From an optimization exercise on the open Yosys and OpenROAD flow, aimed at small area; shortcuts taken in it are not production practice. Function was checked by simulation only, so behaviour that the tests miss may differ from the original. No activity file was given, so power comes from the tool's default toggle rates.

==> flow/design.v (outline; a module is shown in full before it is edited, if it fits) <==
// module cf_hdmi: 747 lines
module cf_hdmi (
  hdmi_clk,
  rst,
  hdmi_vsync,
  hdmi_hsync,
  hdmi_data_e,
  hdmi_data,
  hdmi_fs_toggle,
  hdmi_raddr_g,
  hdmi_tpm_oos,
  mem_raddr,
  mem_rdata,
  vdma_fs_ret_toggle,
  vdma_fs_waddr,
  up_enable,
  up_tpg_enable,
  up_csc_bypass,
  up_hs_width,
  up_hs_count,
  up_hs_de_min,
  up_hs_de_max,
  up_vs_width,
  up_vs_count,
  up_vs_de_min,
  up_vs_de_max,
  up_cp_en,
  up_cp);
  // ...
==> flow/run.sh <==
#!/bin/bash
# synth_recipe.tcl (not shown) runs the flow's synth.tcl, then flattens the netlist and writes it again
# the make line also repeats each setting of config.mk as NAME=value (left out here)
make -C /OpenROAD-flow-scripts/flow DESIGN_CONFIG=/design/flow/config.mk WORK_HOME=/design/flow/orfs CLKGATE_MAP_FILE= SYNTH_SCRIPT=/design/flow/synth_recipe.tcl finish
==> flow/config.mk <==
export PLATFORM = sky130hd
export DESIGN_NAME = cf_hdmi
export DESIGN_NICKNAME = cf_hdmi
export VERILOG_FILES = /design/flow/design.v
export SDC_FILE = /design/flow/constraint.sdc
export NUM_CORES = 4
export LEC_CHECK = 0
export CAP_MARGIN = 20
export CORE_MARGIN = 2
export CORE_UTILIZATION = 40
export PLACE_DENSITY = 0.6
export SLEW_MARGIN = 20
==> flow/constraint.sdc <==
create_clock -name core_clock -period 5.0 [get_ports {hdmi_clk}]
set_input_delay 1.0000 -clock core_clock [delete_from_list [all_inputs] [get_ports {hdmi_clk}]]
set_output_delay 1.0000 -clock core_clock [all_outputs]
set_load 0.01 [all_outputs]
==> notes.md, run 1 <==
vias 18600; Pins Over Slew Limit 0; clk root buf clkbuf_16; pre-CTS WS 0.442 ns; Comb. pwr 4.07 mW; DIE AREA 74300 µm²; Final Skew 0.0329 ns; worst setup path endpoint csc_4[22]; Core ar. 71500 µm²; CTS Hold Bufs 0; most frequent cells in the layout dfxtp_1 (506), inv_1 (387), ha_1 (268); predominant post-synthesis flop cell dfxtp_1; final hold violations 0; post-synth top area share 35.1%; status no timing/DRC/antenna violations; CP delay by family, top adder cells; footprint of the multi-input gates 13400 µm²; first-pass GRT wire length 112 mm; final hold slack 0.314 ns; Total Neg Setup Slack 0 ns; WP data arrival 5.10 ns; htree depth 3; layout cells sized above 1 9.21%; worst path cell trace inv_1 -> fa_1 -> fa_1 -> fa_1 -> inv_1 -> fa_1 -> inv_1 -> ha_1 -> a21o_1 -> a21o_1 -> a31o_2 -> a21o_1 -> or4_1 -> o311ai_0; P per Cell Area 450 nW/µm²; Non-clk bufs 321; crit path time final 4.62 ns; main combinational cell family by area after synthesis adder cells; met1 usage 25.1%; crit path from pix_3[19]; seq_cells 628; die width 273 µm; filler cell count 6342; Reg clk slew, reported paths 0.06 ns; Clock Tree Buf Depth 3; NetSw 4.58 mW; top cell category sequential cells
==> run 2: changes to the inputs <==
--- a/flow/design.v
+++ b/flow/design.v
@@ -56,21 +56,21 @@
   reg             fsr_m1, fsr_m2, fsr_m3;
   reg             up_en;
   reg             cp_en;
   reg             fs_ret;
   reg     [ 8:0]  fs_waddr;
   reg             tpg_en;
   reg             bypass;
   reg     [15:0]  hs_width;
-  reg     [15:0]  hs_lim;
+  reg     [15:0]  hs_cnt;
   reg     [15:0]  hs_de_min;
   reg     [15:0]  hs_de_max;
   reg     [15:0]  vs_width;
-  reg     [15:0]  vs_lim;
+  reg     [15:0]  vs_cnt;
   reg     [15:0]  vs_de_min;
   reg     [15:0]  vs_de_max;
   reg     [23:0]  cp;
   reg     [15:0]  hs_count;
   reg     [15:0]  vs_count;
   reg             hdmi_fs_toggle;
   reg     [ 9:0]  raddr;
   reg     [ 8:0]  hdmi_raddr_g;
@@ -86,16 +86,29 @@
   reg     [23:0]  csc_4;
   reg     [23:0]  csc_5;
   reg     [ 7:0]  chr_6;
   reg             cr_sel;
   reg     [15:0]  od [6:16];
   reg     [15:0]  d17;
   reg     [15:0]  hdmi_data;
   integer         i;
+  function lt16;
+    input [15:0] a;
+    input [15:0] b;
+    integer k;
+    reg c;
+    begin
+      c = 1'b0;
+      for (k = 0; k < 16; k = k + 1) begin
+        c = (~a[k] & b[k]) | (~a[k] & c) | (b[k] & c);
+      end
+      lt16 = c;
+    end
+  endfunction
   wire load = en_m2 & ~en_m3;
   wire cp_load = cpen_m2 & ~cpen_m3;
   always @(posedge hdmi_clk) begin
     if (rst == 1'b1) begin
       en_m1 <= 1'b0;
       en_m2 <= 1'b0;
       en_m3 <= 1'b0;
       cpen_m1 <= 1'b0;
@@ -134,47 +147,49 @@
       vs_de_max <= up_vs_de_max;
     end
     if (cp_load == 1'b1) begin
       cp <= up_cp;
     end
   end
   always @(posedge hdmi_clk) begin
     if (rst == 1'b1) begin
-      hs_lim <= 16'hffff;
-      vs_lim <= 16'hffff;
+      hs_cnt <= 16'd0;
+      vs_cnt <= 16'd0;
     end else if (load == 1'b1) begin
-      hs_lim <= up_hs_count - 1'b1;
-      vs_lim <= up_vs_count - 1'b1;
+      hs_cnt <= up_hs_count;
+      vs_cnt <= up_vs_count;
     end
   end
-  wire hs_wrap = (hs_count >= hs_lim);
-  wire vs_wrap = (vs_count >= vs_lim);
+  wire [16:0] hs_inc = {1'b0, hs_count} + 1'b1;
+  wire [16:0] vs_inc = {1'b0, vs_count} + 1'b1;
+  wire hs_wrap = hs_inc[16] | ((|hs_cnt) & ~lt16(hs_inc[15:0], hs_cnt));
+  wire vs_wrap = vs_inc[16] | ((|vs_cnt) & ~lt16(vs_inc[15:0], vs_cnt));
   always @(posedge hdmi_clk) begin
     if (rst == 1'b1) begin
       hs_count <= 16'd0;
       vs_count <= 16'd0;
     end else begin
       if (hs_wrap == 1'b1) begin
         hs_count <= 16'd0;
         if (vs_wrap == 1'b1) begin
           vs_count <= 16'd0;
         end else begin
-          vs_count <= vs_count + 1'b1;
+          vs_count <= vs_inc[15:0];
         end
       end else begin
-        hs_count <= hs_count + 1'b1;
+        hs_count <= hs_inc[15:0];
       end
     end
   end
   wire fs_s = up_en & (hs_count == 16'd1) & (vs_count == vs_width);
-  wire hs_s = up_en & (hs_count < hs_width);
-  wire vs_s = up_en & (vs_count < vs_width);
-  wire de_s = up_en & (hs_count >= hs_de_min) & (hs_count < hs_de_max) &
-    (vs_count >= vs_de_min) & (vs_count < vs_de_max);
+  wire hs_s = up_en & lt16(hs_count, hs_width);
+  wire vs_s = up_en & lt16(vs_count, vs_width);
+  wire de_s = up_en & ~lt16(hs_count, hs_de_min) & lt16(hs_count, hs_de_max) &
+    ~lt16(vs_count, vs_de_min) & lt16(vs_count, vs_de_max);
   always @(posedge hdmi_clk) begin
     if (rst == 1'b1) begin
       hdmi_fs_toggle <= 1'b0;
       raddr <= 10'd0;
     end else begin
       if (fs_s == 1'b1) begin
         hdmi_fs_toggle <= ~hdmi_fs_toggle;
       end
@@ -398,18 +413,34 @@
   wire csc_cr_w139 = csc_cr_w102 ^ csc_cr_w103 ^ ~g[6];
   wire csc_cr_w140 = (csc_cr_w102 & csc_cr_w103) | (csc_cr_w102 & ~g[6]) | (csc_cr_w103 & ~g[6]);
   wire csc_cr_w141 = csc_cr_w104 ^ csc_cr_w105 ^ 1'b1;
   wire csc_cr_w142 = (csc_cr_w104 & csc_cr_w105) | (csc_cr_w104 & 1'b1) | (csc_cr_w105 & 1'b1);
   wire csc_cr_w143 = csc_cr_w106 ^ 1'b1;
   wire csc_cr_w144 = csc_cr_w106 & 1'b1;
   wire [19:0] csc_cr_a = {csc_cr_w142, csc_cr_w140, csc_cr_w138, csc_cr_w136, csc_cr_w134, csc_cr_w132, csc_cr_w130, csc_cr_w128, csc_cr_w126, csc_cr_w124, csc_cr_w122, csc_cr_w120, csc_cr_w118, csc_cr_w116, csc_cr_w114, csc_cr_w112, csc_cr_w110, csc_cr_w108, csc_cr_w107, ~r[0]};
   wire [19:0] csc_cr_b = {csc_cr_w143, csc_cr_w141, csc_cr_w139, csc_cr_w137, csc_cr_w135, csc_cr_w133, csc_cr_w131, csc_cr_w129, csc_cr_w127, csc_cr_w125, csc_cr_w123, csc_cr_w121, csc_cr_w119, csc_cr_w117, csc_cr_w115, csc_cr_w113, csc_cr_w111, csc_cr_w109, 1'b1, 1'b1};
-  wire [19:0] csc_cr_s = csc_cr_a + csc_cr_b;
-  wire [7:0] csc_cr = csc_cr_s[19:12];
+  wire csc_cr_w145 = ~r[0] ^ 1'b1 ^ 1'b0;
+  wire csc_cr_w146 = (~r[0] & 1'b1) | (~r[0] & 1'b0) | (1'b1 & 1'b0);
+  wire csc_cr_w147 = csc_cr_w107 ^ 1'b1 ^ csc_cr_w146;
+  wire csc_cr_w148 = (csc_cr_w107 & 1'b1) | (csc_cr_w107 & csc_cr_w146) | (1'b1 & csc_cr_w146);
+  wire csc_cr_w149 = csc_cr_w108 ^ csc_cr_w109 ^ csc_cr_w148;
+  wire csc_cr_w150 = (csc_cr_w108 & csc_cr_w109) | (csc_cr_w108 & csc_cr_w148) | (csc_cr_w109 & csc_cr_w148);
+  wire csc_cr_w151 = csc_cr_w110 ^ csc_cr_w111 ^ csc_cr_w150;
+  wire csc_cr_w152 = (csc_cr_w110 & csc_cr_w111) | (csc_cr_w110 & csc_cr_w150) | (csc_cr_w111 & csc_cr_w150);
+  wire csc_cr_w153 = csc_cr_w112 ^ csc_cr_w113 ^ csc_cr_w152;
+  wire csc_cr_w154 = (csc_cr_w112 & csc_cr_w113) | (csc_cr_w112 & csc_cr_w152) | (csc_cr_w113 & csc_cr_w152);
+  wire csc_cr_w155 = csc_cr_w114 ^ csc_cr_w115 ^ csc_cr_w154;
+  wire csc_cr_w156 = (csc_cr_w114 & csc_cr_w115) | (csc_cr_w114 & csc_cr_w154) | (csc_cr_w115 & csc_cr_w154);
+  wire csc_cr_w157 = csc_cr_w116 ^ csc_cr_w117 ^ csc_cr_w156;
+  wire csc_cr_w158 = (csc_cr_w116 & csc_cr_w117) | (csc_cr_w116 & csc_cr_w156) | (csc_cr_w117 & csc_cr_w156);
+  wire csc_cr_w159 = csc_cr_w118 ^ csc_cr_w119 ^ csc_cr_w158;
+  wire csc_cr_w160 = (csc_cr_w118 & csc_cr_w119) | (csc_cr_w118 & csc_cr_w158) | (csc_cr_w119 & csc_cr_w158);
+  wire [11:0] csc_cr_hs = csc_cr_a[19:8] + csc_cr_b[19:8] + csc_cr_w160;
+  wire [7:0] csc_cr = {csc_cr_hs[11:4]};
   wire csc_y_w1 = ~r[7] ^ ~r[5] ^ r[2];
   wire csc_y_w2 = (~r[7] & ~r[5]) | (~r[7] & r[2]) | (~r[5] & r[2]);
   wire csc_y_w3 = ~r[6] ^ r[3];
   wire csc_y_w4 = ~r[6] & r[3];
   wire csc_y_w5 = ~r[7] ^ r[4] ^ g[5];
   wire csc_y_w6 = (~r[7] & r[4]) | (~r[7] & g[5]) | (r[4] & g[5]);
   wire csc_y_w7 = r[5] ^ r[0];
   wire csc_y_w8 = r[5] & r[0];
@@ -526,18 +557,34 @@
   wire csc_y_w119 = csc_y_w84 ^ csc_y_w85 ^ b[6];
   wire csc_y_w120 = (csc_y_w84 & csc_y_w85) | (csc_y_w84 & b[6]) | (csc_y_w85 & b[6]);
   wire csc_y_w121 = csc_y_w86 ^ csc_y_w87 ^ b[7];
   wire csc_y_w122 = (csc_y_w86 & csc_y_w87) | (csc_y_w86 & b[7]) | (csc_y_w87 & b[7]);
   wire csc_y_w123 = csc_y_w88 ^ r[7] ^ g[6];
   wire csc_y_w124 = (csc_y_w88 & r[7]) | (csc_y_w88 & g[6]) | (r[7] & g[6]);
   wire [19:0] csc_y_a = {1'b0, csc_y_w124, csc_y_w122, csc_y_w120, csc_y_w118, csc_y_w116, csc_y_w114, csc_y_w112, csc_y_w110, csc_y_w108, csc_y_w106, csc_y_w104, csc_y_w102, csc_y_w100, csc_y_w98, csc_y_w96, csc_y_w94, csc_y_w92, csc_y_w90, csc_y_w89};
   wire [19:0] csc_y_b = {1'b0, g[7], csc_y_w123, csc_y_w121, csc_y_w119, csc_y_w117, csc_y_w115, csc_y_w113, csc_y_w111, csc_y_w109, csc_y_w107, csc_y_w105, csc_y_w103, csc_y_w101, csc_y_w99, csc_y_w97, csc_y_w95, csc_y_w93, csc_y_w91, 1'b1};
-  wire [19:0] csc_y_s = csc_y_a + csc_y_b;
-  wire [7:0] csc_y = csc_y_s[19:12];
+  wire csc_y_w125 = csc_y_w89 ^ 1'b1 ^ 1'b0;
+  wire csc_y_w126 = (csc_y_w89 & 1'b1) | (csc_y_w89 & 1'b0) | (1'b1 & 1'b0);
+  wire csc_y_w127 = csc_y_w90 ^ csc_y_w91 ^ csc_y_w126;
+  wire csc_y_w128 = (csc_y_w90 & csc_y_w91) | (csc_y_w90 & csc_y_w126) | (csc_y_w91 & csc_y_w126);
+  wire csc_y_w129 = csc_y_w92 ^ csc_y_w93 ^ csc_y_w128;
+  wire csc_y_w130 = (csc_y_w92 & csc_y_w93) | (csc_y_w92 & csc_y_w128) | (csc_y_w93 & csc_y_w128);
+  wire csc_y_w131 = csc_y_w94 ^ csc_y_w95 ^ csc_y_w130;
+  wire csc_y_w132 = (csc_y_w94 & csc_y_w95) | (csc_y_w94 & csc_y_w130) | (csc_y_w95 & csc_y_w130);
+  wire csc_y_w133 = csc_y_w96 ^ csc_y_w97 ^ csc_y_w132;
+  wire csc_y_w134 = (csc_y_w96 & csc_y_w97) | (csc_y_w96 & csc_y_w132) | (csc_y_w97 & csc_y_w132);
+  wire csc_y_w135 = csc_y_w98 ^ csc_y_w99 ^ csc_y_w134;
+  wire csc_y_w136 = (csc_y_w98 & csc_y_w99) | (csc_y_w98 & csc_y_w134) | (csc_y_w99 & csc_y_w134);
+  wire csc_y_w137 = csc_y_w100 ^ csc_y_w101 ^ csc_y_w136;
+  wire csc_y_w138 = (csc_y_w100 & csc_y_w101) | (csc_y_w100 & csc_y_w136) | (csc_y_w101 & csc_y_w136);
+  wire csc_y_w139 = csc_y_w102 ^ csc_y_w103 ^ csc_y_w138;
+  wire csc_y_w140 = (csc_y_w102 & csc_y_w103) | (csc_y_w102 & csc_y_w138) | (csc_y_w103 & csc_y_w138);
+  wire [11:0] csc_y_hs = csc_y_a[19:8] + csc_y_b[19:8] + csc_y_w140;
+  wire [7:0] csc_y = {csc_y_hs[11:4]};
   wire csc_cb_w1 = r[5] ^ ~r[3];
   wire csc_cb_w2 = r[5] & ~r[3];
   wire csc_cb_w3 = r[6] ^ ~r[4];
   wire csc_cb_w4 = r[6] & ~r[4];
   wire csc_cb_w5 = r[7] ^ ~r[5];
   wire csc_cb_w6 = r[7] & ~r[5];
   wire csc_cb_w7 = r[5] ^ r[0] ^ g[5];
   wire csc_cb_w8 = (r[5] & r[0]) | (r[5] & g[5]) | (r[0] & g[5]);
@@ -714,18 +761,34 @@
   wire csc_cb_w179 = csc_cb_w140 ^ csc_cb_w141 ^ 1'b1;
   wire csc_cb_w180 = (csc_cb_w140 & csc_cb_w141) | (csc_cb_w140 & 1'b1) | (csc_cb_w141 & 1'b1);
   wire csc_cb_w181 = csc_cb_w142 ^ csc_cb_w143 ^ 1'b1;
   wire csc_cb_w182 = (csc_cb_w142 & csc_cb_w143) | (csc_cb_w142 & 1'b1) | (csc_cb_w143 & 1'b1);
   wire csc_cb_w183 = csc_cb_w144 ^ 1'b1;
   wire csc_cb_w184 = csc_cb_w144 & 1'b1;
   wire [19:0] csc_cb_a = {csc_cb_w182, csc_cb_w180, csc_cb_w178, csc_cb_w176, csc_cb_w174, csc_cb_w172, csc_cb_w170, csc_cb_w168, csc_cb_w166, csc_cb_w164, csc_cb_w162, csc_cb_w160, csc_cb_w158, csc_cb_w156, csc_cb_w154, csc_cb_w152, csc_cb_w150, csc_cb_w148, csc_cb_w146, csc_cb_w145};
   wire [19:0] csc_cb_b = {csc_cb_w183, csc_cb_w181, csc_cb_w179, csc_cb_w177, csc_cb_w175, csc_cb_w173, csc_cb_w171, csc_cb_w169, csc_cb_w167, csc_cb_w165, csc_cb_w163, csc_cb_w161, csc_cb_w159, csc_cb_w157, csc_cb_w155, csc_cb_w153, csc_cb_w151, csc_cb_w149, csc_cb_w147, 1'b1};
-  wire [19:0] csc_cb_s = csc_cb_a + csc_cb_b;
-  wire [7:0] csc_cb = csc_cb_s[19:12];
+  wire csc_cb_w185 = csc_cb_w145 ^ 1'b1 ^ 1'b0;
+  wire csc_cb_w186 = (csc_cb_w145 & 1'b1) | (csc_cb_w145 & 1'b0) | (1'b1 & 1'b0);
+  wire csc_cb_w187 = csc_cb_w146 ^ csc_cb_w147 ^ csc_cb_w186;
+  wire csc_cb_w188 = (csc_cb_w146 & csc_cb_w147) | (csc_cb_w146 & csc_cb_w186) | (csc_cb_w147 & csc_cb_w186);
+  wire csc_cb_w189 = csc_cb_w148 ^ csc_cb_w149 ^ csc_cb_w188;
+  wire csc_cb_w190 = (csc_cb_w148 & csc_cb_w149) | (csc_cb_w148 & csc_cb_w188) | (csc_cb_w149 & csc_cb_w188);
+  wire csc_cb_w191 = csc_cb_w150 ^ csc_cb_w151 ^ csc_cb_w190;
+  wire csc_cb_w192 = (csc_cb_w150 & csc_cb_w151) | (csc_cb_w150 & csc_cb_w190) | (csc_cb_w151 & csc_cb_w190);
+  wire csc_cb_w193 = csc_cb_w152 ^ csc_cb_w153 ^ csc_cb_w192;
+  wire csc_cb_w194 = (csc_cb_w152 & csc_cb_w153) | (csc_cb_w152 & csc_cb_w192) | (csc_cb_w153 & csc_cb_w192);
+  wire csc_cb_w195 = csc_cb_w154 ^ csc_cb_w155 ^ csc_cb_w194;
+  wire csc_cb_w196 = (csc_cb_w154 & csc_cb_w155) | (csc_cb_w154 & csc_cb_w194) | (csc_cb_w155 & csc_cb_w194);
+  wire csc_cb_w197 = csc_cb_w156 ^ csc_cb_w157 ^ csc_cb_w196;
+  wire csc_cb_w198 = (csc_cb_w156 & csc_cb_w157) | (csc_cb_w156 & csc_cb_w196) | (csc_cb_w157 & csc_cb_w196);
+  wire csc_cb_w199 = csc_cb_w158 ^ csc_cb_w159 ^ csc_cb_w198;
+  wire csc_cb_w200 = (csc_cb_w158 & csc_cb_w159) | (csc_cb_w158 & csc_cb_w198) | (csc_cb_w159 & csc_cb_w198);
+  wire [11:0] csc_cb_hs = csc_cb_a[19:8] + csc_cb_b[19:8] + csc_cb_w200;
+  wire [7:0] csc_cb = {csc_cb_hs[11:4]};
   always @(posedge hdmi_clk) begin
     csc_4 <= {csc_cr, csc_y, csc_cb};
     csc_5 <= csc_4;
   end
   wire [ 7:0] chr_5 = (cr_sel == 1'b1) ? csc_5[23:16] : csc_5[7:0];
   wire [ 7:0] chr_4 = (cr_sel == 1'b1) ? csc_4[23:16] : csc_4[7:0];
   wire [ 9:0] chr_sum = {2'd0, chr_6} + {1'd0, chr_5, 1'd0} +
     {2'd0, (sc[4][0] == 1'b1) ? chr_4 : 8'd0};
==> flow/config.mk (replaced) <==
export PLATFORM = sky130hd
export DESIGN_NAME = cf_hdmi
export DESIGN_NICKNAME = cf_hdmi
export VERILOG_FILES = /design/flow/design.v
export SDC_FILE = /design/flow/constraint.sdc
export NUM_CORES = 4
export LEC_CHECK = 0
export CAP_MARGIN = 20
export CORE_MARGIN = 2
export CORE_UTILIZATION = 40
export CTS_BUF_LIST = sky130_fd_sc_hd__clkbuf_2 sky130_fd_sc_hd__clkbuf_4 sky130_fd_sc_hd__clkbuf_8
export CTS_CLUSTER_SIZE = 20
export PLACE_DENSITY = 0.6
export SLEW_MARGIN = 20
==> notes.md, run 2 <==
placed cells 3447; Layout Nets 3204; Detail Route Antenna Nets 0; Largest stage delay, worst path 0.54 ns; Synth warnings 3; DIE AREA 69400 µm² (-6.5%); post-synth top area share 37.6% (+2.5 points); Post-Syn Instances 2321; Die Y 263 µm; clk root buf clkbuf_8; worst setup path endpoint csc_4[5]; # IOs 255; cell taking the most area after synthesis dfxtp_1; Max Cap Viol 0; worst path cell trace buf_4 -> fa_1 -> fa_1 -> fa_1 -> fa_1 -> inv_1 -> ha_1 -> o2111ai_2 -> a311o_1 -> a21oi_2 -> o31a_1 -> o21a_1 -> o22ai_4 -> nor2b_2 -> o21a_1 -> nor2_1 -> xnor2_1; Commonest cells post-synth dfxtp_1 (506), inv_1 (274), fa_1 (169); most frequent cell after synthesis dfxtp_1; Unique masters post-synth 71; GRT overflow 0; WP data arrival 5.36 ns (+0.26 ns); # clock sinks 628; CP most frequent cell fa_1; HP Class reg2reg; FF-to-FF setup slack 0.21 ns; Least-Margin Pin Slew 1.00 ns; Num CTS Buffers 103; status no timing/DRC/antenna violations; crit path time final 4.79 ns (+0.172 ns); VDD IR-drop max 0.257 mV; CP Max Fanout 9; filler cell count 5970 (-5.9%); number of flops mapped to enable cells by yosys 122; R2R depth 17; initial antenna violation count 4; routability congestion estimate 0.922; drt total wl 67.2 mm; Pins Over Slew Limit 0 (unchanged); most frequent cells in the layout dfxtp_1 (504), inv_1 (273), clkdlybuf4s50_1 (253); Crit Path Class reg2reg; crit path from pix_3[13]; top flop regs od (176), sc (39); Port Buf Inserts 254; Reg with most FFs od; Tot Pwr 15.3 mW; ys async rst share 0%; average routed wire per standard cell 18.5 µm; vias in the first global route 19100; syn avg cell area 11.6 µm²; share of the yosys chip area belonging to registers 51.2%; Reg clk slew, reported paths 0.07 ns (about the same); predominant post-synthesis flop cell dfxtp_1; hpwl dp 51.0 mm; Leak Pwr 13.5 nW; Final Skew 0.0800 ns (+0.0471 ns); total track usage 19.9%; Total Neg Setup Slack 0 ns (unchanged); Fmax achieved 0.209 GHz; Synth area leaders dfxtp_1 (38%), edfxtp_1 (14%), fa_1 (13%); count of non-filler cells in the finished layout 3639; routed vias/inst 4.83; row count 95; DR DRC count 0; Cell Area, Placed 30800 µm²; max reg flops 176; syn_nets 2843; Core ar. 66900 µm² (-6.4%); period utilisation layout 95.8%; critical path endpoint category register; CP Launch Type register; crit path max-delay cell type fa_1; htree depth 3 (unchanged); Finish-stage setup viols 0; reg-to-reg endpoint csc_4[5]; Seq cells post-synth 628; DRT iter0 DRCs 977; Clock Tree Buf Depth 3 (unchanged); first-pass GRT wire length 106 mm (-5.4%); final hold violations 0 (unchanged); cell area after layout 33200 µm²; R2R Path Start pix_3[13]; maximum number of pins on one net before global-route repair 89; vias 17600 (-5.6%); relative slew slack 33.1%; WP data required 5.57 ns; CTS tree built; layout cells sized above 1 12.3% (+3.1 points); commonest non-fill, non-tap cell in the layout dfxtp_1; Detailed Routing Iterations Pass 1 5; P per Cell Area 460 nW/µm² (+2.3%); Clk Latency, worst-skew pair 0.76 ns; area grow syn2layout 23.4%; die width 263 µm (-3.3%); Post-Syn Area 26900 µm²; CTS Hold Bufs 0 (unchanged); Initial Util 40.2%
## run 2: cell type report
class                   instances  area, µm²  share of cell area (%)
well taps                     873       1090                    3.29
multi-input cells            1346      11800                    35.6
repair buffers                322       3060                    9.21
clock inverters                35        437                    1.31
diodes                          2       5.00                  0.0151
flip-flops and latches        628      13800                    41.5
clock buffers                 152       1940                    5.84
inverters                     281       1060                    3.18
## run 2: through the flow
step	setup WS (ns)	utilization (%)	hold WS, ns
finish	0.208	49.7	0.266
global route	-0.0126	49.7	0.298
CTS	0.0152	49.5	0.284
detailed placement	0.0894	46.0	0.312
global placement	0.176	46.0	0.310
floorplan	0.150	-	0.310
## run 2: critical path: cells and delay by family, from the launching register on
family          cells  cell delay [ns]
compound gates      7             1.33
flops               1             0.33
fa+ha+maj           5             2.30
simple gates        2             0.20
xor+xnor            1             0.12
buf+inv             2             0.32
## run 2: where the power goes
group          switching [mW]  total (mW)  leakage (nW)  internal (mW)
logic                    1.86        3.67          6.96           1.82
clock network            2.13        5.06          1.26           2.93
registers               0.322        6.56          5.31           6.24
## run 2: cell families after synthesis
group / count (synthesis) / share of synthesized area [%]
AO/OA/AOI/OAI: 292 / 6.89
XOR/XNOR: 106 / 3.45
adder cells (fa/ha/maj): 345 / 20.4
buffers and inverters: 347 / 5.05
flip-flops: 628 / 51.2
multiplexers: 95 / 3.77
AND/OR/NAND/NOR: 508 / 9.22
## run 2: routing by layer
metal	routed length [µm]	GRT usage, %
met1	29000	25.0
met2	32300	33.5
met3	3470	4.00
met4	2380	7.95
met5	40	0
## run 2: timing repair
action                     4_1_cts  5_1_grt
setup buffers                    0        3
setup endpoints to repair        2        6
pin swaps                        1        5
gates resized for setup          0       15
## run 2: how the worst min path moves through the flow
stage / depth (start not counted) / slack [ns] / from / endpoint
after floorplan: 0 / 0.31 / csc_4[10] / csc_5[10]
after global routing: 0 / 0.30 / csc_4[10] / csc_5[10]
after global placement: 0 / 0.31 / od[10][13] / od[11][13]
final: 0 / 0.27 / csc_4[9] / csc_5[9]
after detailed placement: 0 / 0.31 / od[7][3] / od[8][3]
after CTS: 0 / 0.28 / csc_4[9] / csc_5[9]
==> run 3: changes to the inputs <==
--- a/flow/config.mk
+++ b/flow/config.mk
@@ -9,6 +9,4 @@
 export CORE_MARGIN = 2
 export CORE_UTILIZATION = 40
-export CTS_BUF_LIST = sky130_fd_sc_hd__clkbuf_2 sky130_fd_sc_hd__clkbuf_4 sky130_fd_sc_hd__clkbuf_8
-export CTS_CLUSTER_SIZE = 20
 export PLACE_DENSITY = 0.6
 export SLEW_MARGIN = 20
==> notes.md, run 3 <==
status no timing/DRC/antenna violations; die width 263 µm (unchanged); Crit Path Class reg2reg; relative slew slack 33.2% (+0.18 points); Final Skew 0.0275 ns (-0.0526 ns); routability congestion estimate 0.922 (unchanged); GRT overflow 0 (unchanged); syn_nets 2843 (unchanged); number of flops mapped to enable cells by yosys 122 (unchanged); commonest non-fill, non-tap cell in the layout dfxtp_1; Synth area leaders dfxtp_1 (38%), edfxtp_1 (14%), fa_1 (13%); first-pass GRT wire length 105 mm (-1.2%); Post-Syn Instances 2321 (unchanged); CP delay by family, top adder cells; Core ar. 66900 µm² (unchanged); P per Cell Area 458 nW/µm² (-0.57%); WP data required 5.54 ns (-0.03 ns); HP Class reg2reg; most frequent cells in the layout dfxtp_1 (504), inv_1 (273), clkdlybuf4s50_1 (253); cell area after layout 33000 µm² (-0.61%); pre-CTS WS 0.0894 ns (unchanged); CP most frequent cell fa_1; CP Launch Type register; Worst Hold Path Cells 0 (unchanged); PnR worst setup slack 0.264 ns (+0.0560 ns); layout cells sized above 1 9.20% (-3.1 points); row count 95 (unchanged); ys async rst share 0% (unchanged); Least-Margin Pin Slew 1.00 ns (-0.00267 ns); drt total wl 66.6 mm (-1.0%); Synth warnings 3 (unchanged); period utilisation layout 94.7% (-1.1 points); DR DRC count 0 (unchanged); reg-to-reg endpoint csc_4[23]; Hold Path End csc_5[10]; critical path endpoint category register; cell taking the most area after synthesis dfxtp_1; Clk Latency, worst-skew pair 0.61 ns (-0.15 ns); routed vias/inst 4.86 (+0.65%); Layout Nets 3169 (-1.1%); hold_sp csc_4[10]; R2R depth 15 (-2); Detail Route Antenna Nets 0 (unchanged); Largest stage delay, worst path 0.55 ns (about the same); vias in the first global route 18700 (-2.1%); Num CTS Buffers 69 (-33%); GR Layer Usage met3 4.03% (+0.028 points); met1 usage 25.0% (unchanged); Cell Area, Placed 30800 µm² (unchanged); top flop regs od (176), sc (39); Port Buf Inserts 254 (unchanged); syn avg cell area 11.6 µm² (unchanged); # clock sinks 628 (unchanged); share of the yosys chip area belonging to registers 51.2% (unchanged); R2R Path Start pix_3[16]; Reg with most FFs od; VDD IR-drop max 0.266 mV (+3.4%); met2 GRT Util 33.2% (-0.26 points); Clock Tree Buf Depth 3 (unchanged); busiest grt layer met2; Fmax achieved 0.211 GHz (+1.2%); average routed wire per standard cell 18.6 µm (+0.94%); Reg clk slew, reported paths 0.06 ns (about the same); post-synth top area share 37.6% (unchanged); final hold violations 0 (unchanged); predominant post-synthesis flop cell dfxtp_1; FF-to-FF setup slack 0.26 ns (+0.06 ns); Commonest cells post-synth dfxtp_1 (506), inv_1 (274), fa_1 (169); CP Max Fanout 3 (-6); RSZ-0062 raised after global routing no; Total Neg Setup Slack 0 ns (unchanged); CTS tree built; Antenna Cells 0 (-2); vias 17400 (-1.3%); worst path bufs/invs 3 (+1); total track usage 19.7% (-0.18 points); maximum number of pins on one net before global-route repair 89 (unchanged); Max Cap Viol 0 (unchanged); Seq cells post-synth 628 (unchanged); Leak Pwr 13.3 nW (-1.4%); clk root buf clkbuf_16; DIE AREA 69400 µm² (unchanged); most frequent cell after synthesis dfxtp_1; Die Y 263 µm (unchanged); Initial Util 40.2% (unchanged); # IOs 255 (unchanged); Detailed Routing Iterations Pass 1 5 (unchanged); Pins Over Slew Limit 0 (unchanged); worst path cell trace inv_1 -> fa_1 -> inv_1 -> fa_1 -> fa_1 -> fa_1 -> inv_1 -> ha_1 -> or4_1 -> or3_4 -> a41o_1 -> a41o_1 -> o22a_1 -> a21oi_2 -> xnor2_1; crit path time final 4.74 ns (-0.0560 ns); area grow syn2layout 22.7%; final hold slack 0.310 ns (+0.0441 ns); Post-Syn Area 26900 µm² (unchanged); Unique masters post-synth 71 (unchanged); WP data arrival 5.28 ns (-0.08 ns); htree depth 3 (unchanged); crit path max-delay cell type fa_1; Finish-stage setup viols 0 (unchanged); max reg flops 176 (unchanged); hpwl dp 51.0 mm (unchanged); CTS Hold Bufs 0 (unchanged); DRT iter0 DRCs 934 (-4.4%); initial antenna violation count 3 (-1)
[run 3: final cells by class]
class | instances | area, µm²
Clock inverter | 27 | 318
Multi-Input combinational cell | 1346 | 11800
Timing Repair Buffer | 321 | 3050
Tap cell | 873 | 1090
Clock buffer | 93 | 1910
Inverter | 281 | 1060
Sequential cell | 628 | 13800
Fill cell | 5970 | 33900
[run 3: metrics by stage]
| stage | power, mW | util, % | cells |
|---|---|---|---|
| 6_report | 15.1 | 49.4 | 3569 |
| 5_1_grt | 16.1 | 49.4 | 3569 |
| 4_1_cts | 15.3 | 49.3 | 3567 |
| 3_5_place_dp | 10.2 | 46.0 | 3447 |
| 3_3_place_gp | 10.1 | 46.0 | 3447 |
| 2_1_floorplan | 8.86 | - | 2321 |
[run 3: what timing repair did]
item | CTS | global route
resized for setup | 0 | 8
setup endpoints to repair | 0 | 6
buffers inserted | 0 | 2
[run 3: cell families (layout without fill, tap and decap cells)]
group,Yosys count,count (layout),synth area share [%]
mux,95,95,3.77
flops,628,628,51.2
fa+ha+maj,345,345,20.4
xor+xnor,106,106,3.45
simple gates,508,508,9.22
compound gates,292,292,6.89
buf+inv,347,722,5.05
[run 3: power by group]
part / switching [mW] / leakage [nW] / internal (mW)
registers: 0.323 / 5.31 / 6.24
clock network: 2.04 / 1.08 / 2.96
logic: 1.81 / 6.95 / 1.75
[run 3: metal layers]
metal,up-vias,wire length [µm]
li1,8381,-
met1,8372,29000
met2,465,31800
met3,135,3370
met4,6,2290
met5,-,47
[run 3: worst max path at each step]
| stage | start | endpoint | slack [ns] | depth (start not counted) |
|---|---|---|---|---|
| global route | pix_3[16] | csc_4[5] | 0.002 | 19 |
| finish | pix_3[16] | csc_4[23] | 0.26 | 15 |
| floorplan | pix_3[16] | csc_4[23] | 0.15 | 15 |
| CTS | pix_3[21] | csc_4[7] | 0.08 | 19 |
| detailed placement | pix_3[21] | csc_4[7] | 0.09 | 19 |
| global placement | pix_3[21] | csc_4[7] | 0.18 | 19 |
==> run 4: changes to the inputs <==
==> flow/flow/run.sh (new file) <==
#!/bin/bash
# Own layout flow: the standard synthesis and layout, with the port
# buffers made from the smallest buffer cell instead of the default choice.
# Each step's full output goes to its own log file in the work folder.
set -euo pipefail
bash standard.sh synth > flow_synth.log 2>&1
bash standard.sh "BUFFER_PORTS_ARGS=-buffer_cell sky130_fd_sc_hd__buf_1" finish > flow_layout.log 2>&1
==> flow/standard.sh (new file) <==
#!/bin/bash
# synth_recipe.tcl (not shown) runs the flow's synth.tcl, then flattens the netlist and writes it again
# the make line also repeats each setting of config.mk as NAME=value (left out here)
make -C /OpenROAD-flow-scripts/flow DESIGN_CONFIG=/design/flow/config.mk WORK_HOME=/design/flow/orfs CLKGATE_MAP_FILE= SYNTH_SCRIPT=/design/flow/synth_recipe.tcl "${@:-finish}"
removed: flow/run.sh
==> notes.md, run 4 <==
status no timing/DRC/antenna violations; Total Neg Setup Slack 0 ns (unchanged); ys async rst share 0% (unchanged); Synth warnings 3 (unchanged); most frequent cell after synthesis dfxtp_1; WP data arrival 5.27 ns (about the same); layout cells sized above 1 9.69% (+0.49 points); average routed wire per standard cell 18.3 µm (-1.8%); relative slew slack 31.3% (-1.9 points); Finish-stage setup viols 0 (unchanged); period utilisation layout 94.7% (about the same); routed vias/inst 4.88 (+0.43%); Initial Util 40.2% (unchanged); Layout Nets 3164 (-0.16%); post-CTS setup repair buffer count 0 (unchanged); CP delay by family, top adder cells; P per Cell Area 481 nW/µm² (+5.0%); post-synth top area share 37.6% (unchanged); # IOs 255 (unchanged); Commonest cells post-synth dfxtp_1 (506), inv_1 (274), fa_1 (169); syn avg cell area 11.6 µm² (unchanged); post-layout util 47.2% (-2.1 points); CP Launch Type register; CTS tree built; hpwl dp 50.2 mm (-1.5%); row count 95 (unchanged); WP data required 5.53 ns (about the same); most frequent cells in the layout dfxtp_1 (501), inv_1 (271), buf_1 (253); Clock Tree Buf Depth 3 (unchanged); Crit Path Class reg2reg; Core ar. 66900 µm² (unchanged); number of flops mapped to enable cells by yosys 122 (unchanged); Seq cells post-synth 628 (unchanged); DRT iter0 DRCs 850 (-9.0%); maximum number of pins on one net before global-route repair 72 (-19%); vias 17400 (+0.46%); HP Class reg2reg; worst path bufs/invs 4 (+1); commonest non-fill, non-tap cell in the layout dfxtp_1; cell taking the most area after synthesis dfxtp_1; Unique masters post-synth 71 (unchanged); Max Cap Viol 0 (unchanged); Die Y 263 µm (unchanged); final hold slack 0.321 ns (+0.0107 ns); DIE AREA 69400 µm² (unchanged); Num CTS Buffers 68 (-1.4%); main combinational cell family by area after synthesis adder cells; Port Buf Inserts 254 (unchanged); CP Max Fanout 5 (+2); critical path endpoint category register; count of non-filler cells in the finished layout 3570 (+0.028%); area grow syn2layout 17.4%; placed cells 3445 (-0.058%); GRT overflow 0 (unchanged); routability congestion estimate 0.916 (-0.74%); Final Skew 0.0215 ns (-0.00601 ns); vias in the first global route 18700 (+0.032%); Synth area leaders dfxtp_1 (38%), edfxtp_1 (14%), fa_1 (13%); xor/xnor cell area share of the yosys netlist 3.45% (unchanged); Pins Over Slew Limit 0 (unchanged); Post-Syn Instances 2321 (unchanged); CP most frequent cell fa_1; crit path time final 4.74 ns (-0.000206 ns); Synth Area in Compound Gates 6.89% (unchanged); Reg clk slew, reported paths 0.06 ns (about the same); Post-Syn Area 26900 µm² (unchanged); Tot Pwr 15.2 mW (+0.52%); DR DRC count 0 (unchanged); RSZ-0062 raised after global routing yes; max reg flops 176 (unchanged); VDD IR-drop max 0.256 mV (-3.9%); worst path cell trace inv_1 -> buf_4 -> fa_1 -> fa_1 -> inv_1 -> fa_1 -> fa_1 -> inv_1 -> ha_1 -> o21ai_0 -> nand2b_1 -> a21oi_1 -> nor2b_1 -> and3_1 -> a32oi_2 -> a21oi_1 -> a41o_1 -> o21ai_0 -> nor2b_1; htree depth 3 (unchanged); final hold violations 0 (unchanged); Fmax achieved 0.211 GHz (about the same); total track usage 19.2% (-0.45 points); predominant post-synthesis flop cell dfxtp_1; first-pass GRT wire length 103 mm (-1.6%); initial antenna violation count 2 (-1); syn_nets 2843 (unchanged); top flop regs od (176), sc (39); Largest stage delay, worst path 0.51 ns (-0.04 ns); Least-Margin Pin Slew 1.03 ns (+0.0270 ns); Reg with most FFs od; die width 263 µm (unchanged); Adder-Cell Fraction of Synth Area 20.4% (unchanged); Clk Latency, worst-skew pair 0.60 ns (about the same); mux cell area share after synthesis 3.77% (unchanged); # clock sinks 628 (unchanged); Detail Route Antenna Nets 0 (unchanged); Detailed Routing Iterations Pass 1 5 (unchanged); Leak Pwr 12.7 nW (-4.5%); clk root buf clkbuf_16; share of the yosys chip area belonging to registers 51.2% (unchanged); Simple-Gate Fraction of Synth Area 9.22% (unchanged); crit path max-delay cell type fa_1; drt total wl 65.4 mm (-1.8%)
[run 4: worst paths after layout]
path | startpoint | endpoint | slack, ns | cells after the start
setup / recovery | pix_3[23] | csc_4[14] | 0.26 | 19
setup reg to reg | pix_3[23] | csc_4[14] | 0.26 | 19
hold / removal | od[9][5] | od[10][5] | 0.32 | 0
hold reg to reg | od[9][5] | od[10][5] | 0.32 | 0
[run 4: report_power, final]
part	internal, mW	switching, mW
registers	6.24	0.329
logic	1.54	1.78
clock network	3.27	2.05
[run 4: layout make-up]
type,instances,area (µm²)
inverter,281,1060
tap,873,1090
sequential,628,13800
multi-input combinational,1346,11800
timing repair buffer,317,1430
clock inverter,24,394
antenna,3,7.51
fill,6107,35300
clock buffer,98,2030
[run 4: cells by family (layout without fill, tap and decap cells)]
group | Yosys count | after routing
other | 0 | 3
muxes | 95 | 95
buffers and inverters | 347 | 720
AOI/OAI and AO/OA | 292 | 292
xor gates and xnor gates | 106 | 106
adders and majority gates | 345 | 345
DFF | 628 | 628
and+or+nand+nor | 508 | 508
[run 4: metrics by stage]
stage	setup slack (ns)	area (µm²)
finish	0.265	31600
global route	-0.0246	31600
detailed placement	0.134	29200
CTS	0.0928	31600
floorplan	0.150	26900
global placement	0.198	29200
[run 4: routing by layer]
layer / global-route usage [%] / vias up / share of wire, %
met1: 24.0 / 8478 / 43
met3: 3.23 / 105 / 4.9
met5: 0 / - / 0.017
met2: 33.8 / 461 / 50
li1: - / 8392 / -
met4: 6.25 / 2 / 2.8
[run 4: timing repair]
action,CTS,global route
hold buffers,0,0
endpoints found under the setup margin,0,8
resized for setup,0,13
==> run 5: changes to the inputs <==
==> flow/flow/run.sh (replaced) <==
#!/bin/bash
# Own layout flow: the standard synthesis and layout, with the port
# buffers made from the smallest buffer cell, and a clock tree with larger
# sink clusters and no dummy loads. Each step's full output goes to its own
# log file in the work folder.
set -euo pipefail
bash standard.sh synth > flow_synth.log 2>&1
bash standard.sh "BUFFER_PORTS_ARGS=-buffer_cell sky130_fd_sc_hd__buf_1" \
  "CTS_ARGS=-sink_clustering_enable -repair_clock_nets -dont_use_dummy_load -sink_clustering_size 18 -sink_clustering_max_diameter 60 -buf_list sky130_fd_sc_hd__clkbuf_16" \
  finish > flow_layout.log 2>&1
==> notes.md, run 5 <==
Least-Margin Pin Slew 1.02 ns (-0.00682 ns); syn avg cell area 11.6 µm² (unchanged); Detailed Routing Iterations Pass 1 7 (+2); CP Max Fanout 5 (unchanged); relative slew slack 31.8% (+0.46 points); status no timing/DRC/antenna violations; Leak Pwr 12.2 nW (-4.5%); Final Skew 0.0466 ns (+0.0251 ns); footprint of the multi-input gates 11800 µm² (about the same); Total Neg Setup Slack 0 ns (unchanged); Layout Nets 3146 (-0.57%); routed vias/inst 4.93 (+0.89%); main combinational cell family by area after synthesis adder cells; die width 263 µm (unchanged); Worst Hold Path Cells 0 (unchanged); GRT overflow 0 (unchanged); Synth warnings 3 (unchanged); CP most frequent cell fa_1; count of non-filler cells in the finished layout 3497 (-2.0%); WP data required 5.52 ns (about the same); CTS Hold Bufs 0 (unchanged); placed cells 3445 (unchanged); worst path cell trace inv_2 -> fa_1 -> inv_1 -> fa_1 -> fa_1 -> fa_1 -> inv_1 -> ha_1 -> or4_1 -> or3_1 -> a41o_1 -> a41o_1 -> o22a_1 -> a21oi_2 -> xnor2_1; Adder-Cell Fraction of Synth Area 20.4% (unchanged); WP data arrival 5.27 ns (about the same); # clock sinks 628 (unchanged); predominant post-synthesis flop cell dfxtp_1; xor/xnor cell area share of the yosys netlist 3.45% (unchanged); crit path time final 4.75 ns (+0.00973 ns); Seq cells post-synth 628 (unchanged); Num CTS Buffers 50 (-26%); average routed wire per standard cell 18.5 µm (+1.1%); Max Cap Viol 0 (unchanged); P per Cell Area 437 nW/µm² (-9.1%); commonest non-fill, non-tap cell in the layout dfxtp_1; first-pass GRT wire length 102 mm (-0.92%); post-cts resize count 0 (unchanged); max reg flops 176 (unchanged); post-CTS setup repair buffer count 0 (unchanged); routability congestion estimate 0.916 (unchanged); sequential cell area 13800 µm² (about the same); htree depth 2 (-1); most frequent cells in the layout dfxtp_1 (502), inv_1 (271), buf_1 (253); final hold violations 0 (unchanged); Pins Over Slew Limit 0 (unchanged); cell taking the most area after synthesis dfxtp_1; Die Y 263 µm (unchanged); clk root buf clkbuf_16; drt total wl 64.7 mm (-0.97%); post-layout util 45.5% (-1.8 points); Port Buf Inserts 254 (unchanged); filler cell count 6209 (+1.7%); ys async rst share 0% (unchanged); Unique masters post-synth 71 (unchanged); Largest stage delay, worst path 0.55 ns (+0.04 ns); Crit Path Class reg2reg; # IOs 255 (unchanged); Post-Syn Instances 2321 (unchanged); share of the yosys chip area belonging to registers 51.2% (unchanged); top flop regs od (176), sc (39); most frequent cell after synthesis dfxtp_1; FF-to-FF setup slack 0.25 ns (about the same); Simple-Gate Fraction of Synth Area 9.22% (unchanged); post-synth top area share 37.6% (unchanged); Reg clk slew, reported paths 0.07 ns (about the same); HP Class reg2reg; Synth area leaders dfxtp_1 (38%), edfxtp_1 (14%), fa_1 (13%); DRT iter0 DRCs 779 (-8.4%); hold_sp od[8][2]; Synth Area in Compound Gates 6.89% (unchanged); Reg with most FFs od; maximum number of pins on one net before global-route repair 72 (unchanged); RSZ-0062 raised after global routing yes; Core ar. 66900 µm² (unchanged); Finish-stage setup viols 0 (unchanged); crit path max-delay cell type fa_1; CTS tree built; syn_nets 2843 (unchanged); DR DRC count 0 (unchanged); R2R Path Start pix_3[16]; mux cell area share after synthesis 3.77% (unchanged); Commonest cells post-synth dfxtp_1 (506), inv_1 (274), fa_1 (169); Clk Latency, worst-skew pair 0.59 ns (about the same); total track usage 19.0% (-0.24 points); DIE AREA 69400 µm² (unchanged); Detail Route Antenna Nets 0 (unchanged); initial antenna violation count 2 (unchanged); cell area after layout 30400 µm² (-3.7%); CP Launch Type register; Fmax achieved 0.211 GHz (-0.21%); critical path endpoint category register; R2R depth 15 (-4); number of flops mapped to enable cells by yosys 122 (unchanged); period utilisation layout 94.9% (+0.19 points); vias in the first global route 18300 (-1.8%); Cell Area, Placed 29200 µm² (unchanged); hpwl dp 50.2 mm (unchanged); Post-Syn Area 26900 µm² (unchanged); row count 95 (unchanged); Clock Tree Buf Depth 3 (unchanged); Initial Util 40.2% (unchanged); crit path from pix_3[16]; layout cells sized above 1 7.59% (-2.1 points); area grow syn2layout 13.0%; VDD IR-drop max 0.247 mV (-3.4%); vias 17200 (-1.2%)
-- run 5: layer usage --
layer / wire length [µm] / up-vias / global-route usage, %
li1: - / 8279 / -
met3: 2950 / 93 / 2.84
met4: 1740 / 2 / 5.67
met5: 12 / - / 0
met2: 31900 / 426 / 33.4
met1: 28100 / 8433 / 24.1
-- run 5: worst paths after layout --
| kind | to |
|---|---|
| max | csc_4[23] |
| min | od[9][2] |
| max reg2reg | csc_4[23] |
| min reg2reg | od[9][2] |
-- run 5: critical path: cells and delay by family, from the launching register on --
kind / cells / cell delay [ns]
AO/OA/AOI/OAI: 4 / 0.94
AND/OR/NAND/NOR: 2 / 0.87
flip-flops: 1 / 0.34
XOR/XNOR: 1 / 0.12
buffers and inverters: 3 / 0.20
adder cells (fa/ha/maj): 5 / 2.19
-- run 5: kinds of logic after synthesis --
kind of cell,after synthesis
AND/OR/NAND/NOR,508
multiplexers,95
adder cells (fa/ha/maj),345
buffers and inverters,347
AO/OA/AOI/OAI,292
XOR/XNOR,106
flip-flops,628
-- run 5: metrics by stage --
stage                     hold WS [ns]  worst slack, ns  power [mW]
final                            0.290            0.255        13.3
after global routing             0.287          -0.0157        14.2
after CTS                        0.290            0.106        13.5
after detailed placement         0.312            0.134        9.99
after global placement           0.310            0.198        9.89
after floorplan                  0.310            0.150        8.86
-- run 5: report_power, final --
part	leakage, nW	internal, mW	switching (mW)	total [mW]
combinational	6.25	1.54	1.79	3.32
clock	0.616	1.75	1.66	3.42
sequential	5.31	6.24	0.326	6.56
-- run 5: cell type report --
class                   count  area share, %
diodes                      2         0.0164
clock buffers              50           4.11
inverters                 281           3.47
multi-input cells        1346           38.8
flip-flops and latches    628           45.3
well taps                 873           3.59
repair buffers            317           4.69
==> run 6: changes to the inputs <==
--- a/flow/flow/run.sh
+++ b/flow/flow/run.sh
@@ -7,4 +7,4 @@
 bash standard.sh synth > flow_synth.log 2>&1
 bash standard.sh "BUFFER_PORTS_ARGS=-buffer_cell sky130_fd_sc_hd__buf_1" \
-  "CTS_ARGS=-sink_clustering_enable -repair_clock_nets -dont_use_dummy_load -sink_clustering_size 18 -sink_clustering_max_diameter 60 -buf_list sky130_fd_sc_hd__clkbuf_16" \
+  "CTS_ARGS=-sink_clustering_enable -repair_clock_nets -dont_use_dummy_load -sink_clustering_size 14 -sink_clustering_max_diameter 60 -buf_list sky130_fd_sc_hd__clkbuf_8" \
   finish > flow_layout.log 2>&1
==> notes.md, run 6 <==
htree depth 2 (unchanged); worst path cell trace inv_1 -> buf_4 -> fa_1 -> fa_1 -> inv_1 -> fa_1 -> fa_1 -> inv_1 -> ha_1 -> o21ai_0 -> nand2b_1 -> a21oi_1 -> nor2b_1 -> and3_1 -> a32oi_2 -> a21oi_1 -> a41o_1 -> o21ai_0 -> nand2b_1; # IOs 255 (unchanged); critical path endpoint category register; # clock sinks 628 (unchanged); Clk Latency, worst-skew pair 0.69 ns (+0.10 ns); GRT overflow 0 (unchanged); clk root buf clkbuf_8; routability congestion estimate 0.916 (unchanged); first-pass GRT wire length 102 mm (about the same); Seq cells post-synth 628 (unchanged); NetSw 3.69 mW (-2.2%); Initial Util 40.2% (unchanged); Sw Share 29.6% (+1.2 points); most frequent cells in the layout dfxtp_1 (501), inv_1 (271), buf_1 (253); sequential cell area 13800 µm² (about the same); Synth warnings 3 (unchanged); Clk network pwr share 20.8% (-4.9 points); count of non-filler cells in the finished layout 3504 (+0.20%); commonest non-fill, non-tap cell in the layout dfxtp_1; row count 95 (unchanged); area grow syn2layout 11.3%; number of flops mapped to enable cells by yosys 122 (unchanged); Fmax achieved 0.210 GHz (-0.34%); layout cells sized above 1 7.87% (+0.28 points); Detailed Routing Iterations Pass 1 5 (-2); Die Y 263 µm (unchanged); syn_nets 2843 (unchanged); CP Max Fanout 5 (unchanged); part of the power in combinational logic 26.7% (+1.7 points); DIE AREA 69400 µm² (unchanged); Largest stage delay, worst path 0.50 ns (-0.05 ns); max reg flops 176 (unchanged); placed cells 3445 (unchanged); VDD IR-drop max 0.214 mV (-13%); CP most frequent cell fa_1; Leak Pwr 12.0 nW (-1.7%); CTS tree built; HP Class reg2reg; predominant post-synthesis flop cell dfxtp_1; Tot Pwr 12.5 mW (-6.3%); post-synth top area share 37.6% (unchanged); Reg clk slew, reported paths 0.09 ns (+0.02 ns); Num CTS Buffers 57 (+14%); DRT iter0 DRCs 828 (+6.3%); Layout Nets 3153 (+0.22%); Crit Path Class reg2reg; Least-Margin Pin Slew 1.02 ns (-0.00288 ns); hpwl dp 50.2 mm (unchanged); DR DRC count 0 (unchanged); period utilisation layout 95.2% (+0.32 points); ys async rst share 0% (unchanged); Flop pwr share 52.6% (+3.3 points); Final Skew 0.0913 ns (+0.0447 ns); Detail Route Antenna Nets 0 (unchanged); footprint of the multi-input gates 11800 µm² (unchanged); Pint 8.78 mW (-7.9%); initial antenna violation count 4 (+2); Port Buf Inserts 254 (unchanged); crit path time final 4.76 ns (+0.0160 ns); WP data required 5.53 ns (about the same); vias in the first global route 18400 (+0.40%); top flop regs od (176), sc (39); post-CTS setup repair buffer count 0 (unchanged); Pins Over Slew Limit 0 (unchanged); Reg with most FFs od; final hold violations 0 (unchanged); Commonest cells post-synth dfxtp_1 (506), inv_1 (274), fa_1 (169); Max Cap Viol 0 (unchanged); cell taking the most area after synthesis dfxtp_1; WP data arrival 5.29 ns (+0.02 ns); Unique masters post-synth 71 (unchanged); CP delay by family, top adder cells; worst path bufs/invs 4 (+1); vias 17300 (+0.16%); Post-Syn Area 26900 µm² (unchanged); relative slew slack 32.0% (+0.19 points); maximum number of pins on one net before global-route repair 72 (unchanged); most frequent cell after synthesis dfxtp_1; average routed wire per standard cell 18.5 µm (+0.15%); die width 263 µm (unchanged); filler cell count 6275 (+1.1%); Post-Syn Instances 2321 (unchanged); Finish-stage setup viols 0 (unchanged); status no timing/DRC/antenna violations; crit path max-delay cell type fa_1; CP Launch Type register; Synth area leaders dfxtp_1 (38%), edfxtp_1 (14%), fa_1 (13%); Clock Tree Buf Depth 3 (unchanged); P per Cell Area 416 nW/µm² (-4.8%); total track usage 19.0% (-0.020 points); share of the yosys chip area belonging to registers 51.2% (unchanged); drt total wl 65.0 mm (+0.35%); routed vias/inst 4.93 (about the same); syn avg cell area 11.6 µm² (unchanged); Core ar. 66900 µm² (unchanged); final hold slack 0.283 ns (-0.00692 ns)
## run 6: area by class of cell
type / count / area share (%)
inverters: 281 / 3.53
multi-input cells: 1346 / 39.4
flip-flops and latches: 628 / 46.0
repair buffers: 317 / 4.76
clock buffers: 57 / 2.62
well taps: 873 / 3.64
diodes: 2 / 0.0167
## run 6: through the flow
step	worst slack [ns]	util, %	cell area [µm²]	setup TNS [ns]
after global routing	-0.00186	44.8	30000	-0.00199
final	0.239	44.8	30000	0
after CTS	0.0788	44.7	29900	0
after floorplan	0.150	-	26900	0
after global placement	0.198	43.6	29200	0
after detailed placement	0.134	43.6	29200	0
## run 6: timing repair
action,in CTS,in global routing
hold buffers,0,0
resized for setup,0,12
setup endpoints to repair,0,8
## run 6: routing by layer
metal / wire [µm] / global-route usage (%)
met2: 31900 / 33.4
met5: 12 / 0
met4: 1890 / 5.85
met3: 3280 / 2.87
met1: 27900 / 24.0
## run 6: cell families (layout without fill, tap and decap cells)
kind of cell | Yosys count | after routing | synth area share [%]
AO/OA/AOI/OAI | 292 | 292 | 6.89
XOR/XNOR | 106 | 106 | 3.45
adder cells (fa/ha/maj) | 345 | 345 | 20.4
buffers and inverters | 347 | 655 | 5.05
flip-flops | 628 | 628 | 51.2
multiplexers | 95 | 95 | 3.77
other | 0 | 2 | 0
AND/OR/NAND/NOR | 508 | 508 | 9.22
## run 6: power groups by stage
stage	clock network, mW	logic, mW	registers [mW]
3_5_place_dp	0	3.30	6.69
4_1_cts	2.72	3.32	6.59
5_1_grt	2.89	3.82	6.67
2_1_floorplan	0	2.28	6.58
3_3_place_gp	0	3.21	6.67
6_report	2.59	3.32	6.56
## run 6: worst paths after layout
kind                            depth (start not counted)        end  slack, ns       from
worst max-delay path                                   19  csc_4[15]       0.24  pix_3[23]
worst min register to register                          0  sc[10][1]       0.28   sc[9][1]
worst min-delay path                                    0  sc[10][1]       0.28   sc[9][1]
worst max register to register                         19  csc_4[15]       0.24  pix_3[23]

re-timing with driven ports:
In the flow no input, the clock included, has a driving cell. The finished layouts below were timed again as built, in two steps.
Step 1 sets driving cells, clkbuf_16 on the clock port and buf_2 on the other inputs (assumed; they add their load-dependent delay and slew).
Step 2 moves the port delays by t, midway between the first and last clock arrival at a register: inputs arrive t later, outputs are due t later. That takes back most of the time a late clock gives input paths.
a / b / c = ideal / step 1 / step 2; a / b = the first two.
run | shift t [ns] | setup WS [ns] | worst setup path at the end | slew at the worst register clock pin (ns) | worst slew at a driven data input, ns
run 1 | 0.653 | 0.380 / 0.380 / 0.380 | register to register | 0.06 / 0.06 | 0.10
run 2 | 0.773 | 0.208 / 0.208 / 0.208 | register to register | 0.07 / 0.07 | 0.12
run 3 | 0.655 | 0.264 / 0.264 / 0.264 | register to register | 0.07 / 0.07 | 0.11
run 4 | 0.649 | 0.265 / 0.265 / 0.265 | register to register | 0.06 / 0.06 | 0.13
run 5 | 0.629 | 0.255 / 0.255 / 0.255 | register to register | 0.08 / 0.08 | 0.11
run 6 | 0.698 | 0.239 / 0.239 / 0.239 | register to register | 0.10 / 0.10 | 0.12
After both steps every run listed still meets setup and hold.
